What follows belongs to an exercise in optimizing a design on an open flow for small area; a production flow would make more cautious choices.
In this exercise RTL edits were held to simulation tests only and were not proved equivalent to the original.
Power figures rest on the tool's default switching activity, not on a simulated workload.

## uart_box
module uart_box
(
input  wire        CLK,
input  wire        RST,
input  wire        I_STB,
input  wire [7:0]  I_DATA,
output wire        I_ACK,
output wire        O_TxD,
input  wire        I_RxD,
output wire        O_STB,
output wire [7:0]  O_DATA,
input  wire        O_ACK,
input  wire [15:0] CFG_CLK_DIV
);
clock: 10.0 ns
lec_check: 0
cap_margin: 20
core_margin: 2
core_utilization: 50
slew_margin: 20
standard.sh (not shown) runs the stock make flow with config.mk's settings and CLKGATE_MAP_FILE= SYNTH_SCRIPT=/design/flow/synth_recipe.tcl, a recipe that flattens the netlist after the stock synthesis.
==> flow/flow/run.sh <==
#!/bin/bash
# Layout flow: the standard ORFS flow (standard.sh, standard synthesis unchanged) with
#  - combinational cells swapped to their smallest drive strength after floorplan (downsize.tcl);
#    repair_design upsizes again where slew or capacitance needs it
#  - buf_1 port buffers
#  - a clock tree of clkbuf_8 leaf clusters without dummy loads
set -euo pipefail
here=$(cd "$(dirname "$0")" && pwd)
export POST_FLOORPLAN_TCL="$here/downsize.tcl"
export BUFFER_PORTS_ARGS="-buffer_cell sky130_fd_sc_hd__buf_1"
export CTS_ARGS="-sink_clustering_enable -repair_clock_nets -dont_use_dummy_load -buf_list sky130_fd_sc_hd__clkbuf_8 -sink_clustering_size 20 -sink_clustering_max_diameter 60"
bash standard.sh > standard.log 2>&1
==> flow/flow/downsize.tcl <==
# Swap every combinational cell to the smallest cell of the same function family
# (same name but for the drive-strength suffix); repair_design upsizes where needed later.
set n 0
foreach inst [[ord::get_db_block] getInsts] {
  set m [$inst getMaster]
  set name [$m getName]
  if {![regexp {^(sky130_fd_sc_hd__[a-z0-9]+)_([0-9]+)$} $name -> base drive]} { continue }
  if {[regexp {^sky130_fd_sc_hd__(df|edf|sdf|dl|tap|fill|decap|conb|clk|diode)} $name]} { continue }
  set best $m
  set barea [expr {[$m getWidth] * [$m getHeight]}]
  foreach d {0 1 2 4} {
    set c [[ord::get_db] findMaster ${base}_$d]
    if {$c eq "NULL" || $c eq ""} { continue }
    set a [expr {[$c getWidth] * [$c getHeight]}]
    if {$a < $barea} { set best $c; set barea $a }
  }
  if {$best ne $m} { $inst swapMaster $best; incr n }
}
puts "downsize: swapped $n cells"
Then changed:
--- a/flow/flow/run.sh
+++ b/flow/flow/run.sh
@@ -6 +6,2 @@
-#  - a clock tree of clkbuf_8 leaf clusters without dummy loads
+#  - a clock tree of clkbuf_8 leaf clusters under clkbuf_4 branch and root buffers, without
+#    dummy loads; placement density 0.85 to keep the leaf clusters small
@@ -11 +12 @@
-export CTS_ARGS="-sink_clustering_enable -repair_clock_nets -dont_use_dummy_load -buf_list sky130_fd_sc_hd__clkbuf_8 -sink_clustering_size 20 -sink_clustering_max_diameter 60"
+export CTS_ARGS="-sink_clustering_enable -repair_clock_nets -dont_use_dummy_load -buf_list sky130_fd_sc_hd__clkbuf_8 -tree_buf sky130_fd_sc_hd__clkbuf_4 -root_buf sky130_fd_sc_hd__clkbuf_4 -sink_clustering_size 20 -sink_clustering_max_diameter 60"
--- a/flow/config.mk
+++ b/flow/config.mk
@@ -10,0 +11 @@
+export PLACE_DENSITY = 0.85
What happened: Non-clock buffer count is unchanged. Power decreases by 1.1%. Utilization falls by 0.19 points. Maximum frequency came out higher by 9.0%. Register-to-register slack got worse by 0.31 ns. Combinational power grows by about 4%. Worst hold slack loses 0.025 ns. Via count increases by 1.6%.
Then changed:
==> flow/flow/run.sh (replaced) <==
#!/bin/bash
# Layout flow: the standard ORFS flow (standard.sh, standard synthesis unchanged) with
#  - combinational cells swapped to their smallest drive strength after floorplan (downsize.tcl);
#    repair_design upsizes again where slew or capacitance needs it
#  - buf_1 port buffers
#  - a clock tree of clkbuf_8 leaf clusters without dummy loads
#  - power recovery (downsizing on paths with slack) after global routing
set -euo pipefail
here=$(cd "$(dirname "$0")" && pwd)
export POST_FLOORPLAN_TCL="$here/downsize.tcl"
export BUFFER_PORTS_ARGS="-buffer_cell sky130_fd_sc_hd__buf_1"
export CTS_ARGS="-sink_clustering_enable -repair_clock_nets -dont_use_dummy_load -buf_list sky130_fd_sc_hd__clkbuf_8 -sink_clustering_size 20 -sink_clustering_max_diameter 60"
export RECOVER_POWER=100
bash standard.sh > standard.log 2>&1
--- a/flow/config.mk
+++ b/flow/config.mk
@@ -11 +10,0 @@
-export PLACE_DENSITY = 0.85
=> Now the flow completed, yet does not pass: max-capacitance violations, max-slew violations; global-route usage decreases by 0.34 points; final cell count hardly moves; power grows slightly; first-iteration DRC count rises by a quarter to a third; utilization is higher by 0.14 points; sequential share of layout area is lower by 0.20 points; sequential power is about the same; routed wire length goes down by a few percent; via count is lower slightly.
Then changed:
--- a/flow/flow/run.sh
+++ b/flow/flow/run.sh
@@ -6,2 +6,2 @@
-#  - a clock tree of clkbuf_8 leaf clusters without dummy loads
-#  - power recovery (downsizing on paths with slack) after global routing
+#  - a clock tree of clkbuf_8 leaf clusters under clkbuf_4 branch and root buffers, without
+#    dummy loads; placement density 0.85 to keep the leaf clusters small
@@ -12,2 +12 @@
-export CTS_ARGS="-sink_clustering_enable -repair_clock_nets -dont_use_dummy_load -buf_list sky130_fd_sc_hd__clkbuf_8 -sink_clustering_size 20 -sink_clustering_max_diameter 60"
-export RECOVER_POWER=100
+export CTS_ARGS="-sink_clustering_enable -repair_clock_nets -dont_use_dummy_load -buf_list sky130_fd_sc_hd__clkbuf_8 -tree_buf sky130_fd_sc_hd__clkbuf_4 -root_buf sky130_fd_sc_hd__clkbuf_4 -sink_clustering_size 22 -sink_clustering_max_diameter 60"
--- a/flow/config.mk
+++ b/flow/config.mk
@@ -10,0 +11 @@
+export PLACE_DENSITY = 0.85
After rerunning: The changed run finished clean. Utilization decreases by 0.34 points. Global-route usage increases by 0.21 points. Via count increases by 1.1%. Sequential power is about the same. Total power decreases by 2.6%. Setup slack improves by 0.87 ns. Synthesized area is unchanged. Routed wire length increases by 4.9%. Synthesized cell count is unchanged. Final area decreases by 0.62%.

## afterwards: timing with drivers on the ports
How much do the figures lean on ideal ports? The routed layouts below were timed once more, with nothing changed but the port constraints.
Step 1 sets driving cells, clkbuf_16 on the clock port and buf_2 on the other inputs (assumed; they add their load-dependent delay and slew).
Step 2 times the ports against the registers' clock, not the clock port: input delays grow and output delays shrink by t, the midpoint of the rising clock arrivals with the driver on.
Three values: no drivers, after step 1, after step 2; two values: the first two.
run	t, ns	slack for setup (ns)	hold slack, ns	worst setup path after step 2
the first run	0.573	4.807 / 4.785 / 4.785	0.306 / 0.306 / 0.306	input to output
the second run	0.665	5.233 / 5.211 / 5.211	0.281 / 0.281 / 0.281	input to output
the third run	0.573	4.368 / 4.346 / 4.346	0.306 / 0.306 / 0.306	input to output
the fourth run	0.770	5.241 / 5.219 / 5.219	0.327 / 0.327 / 0.327	input to output
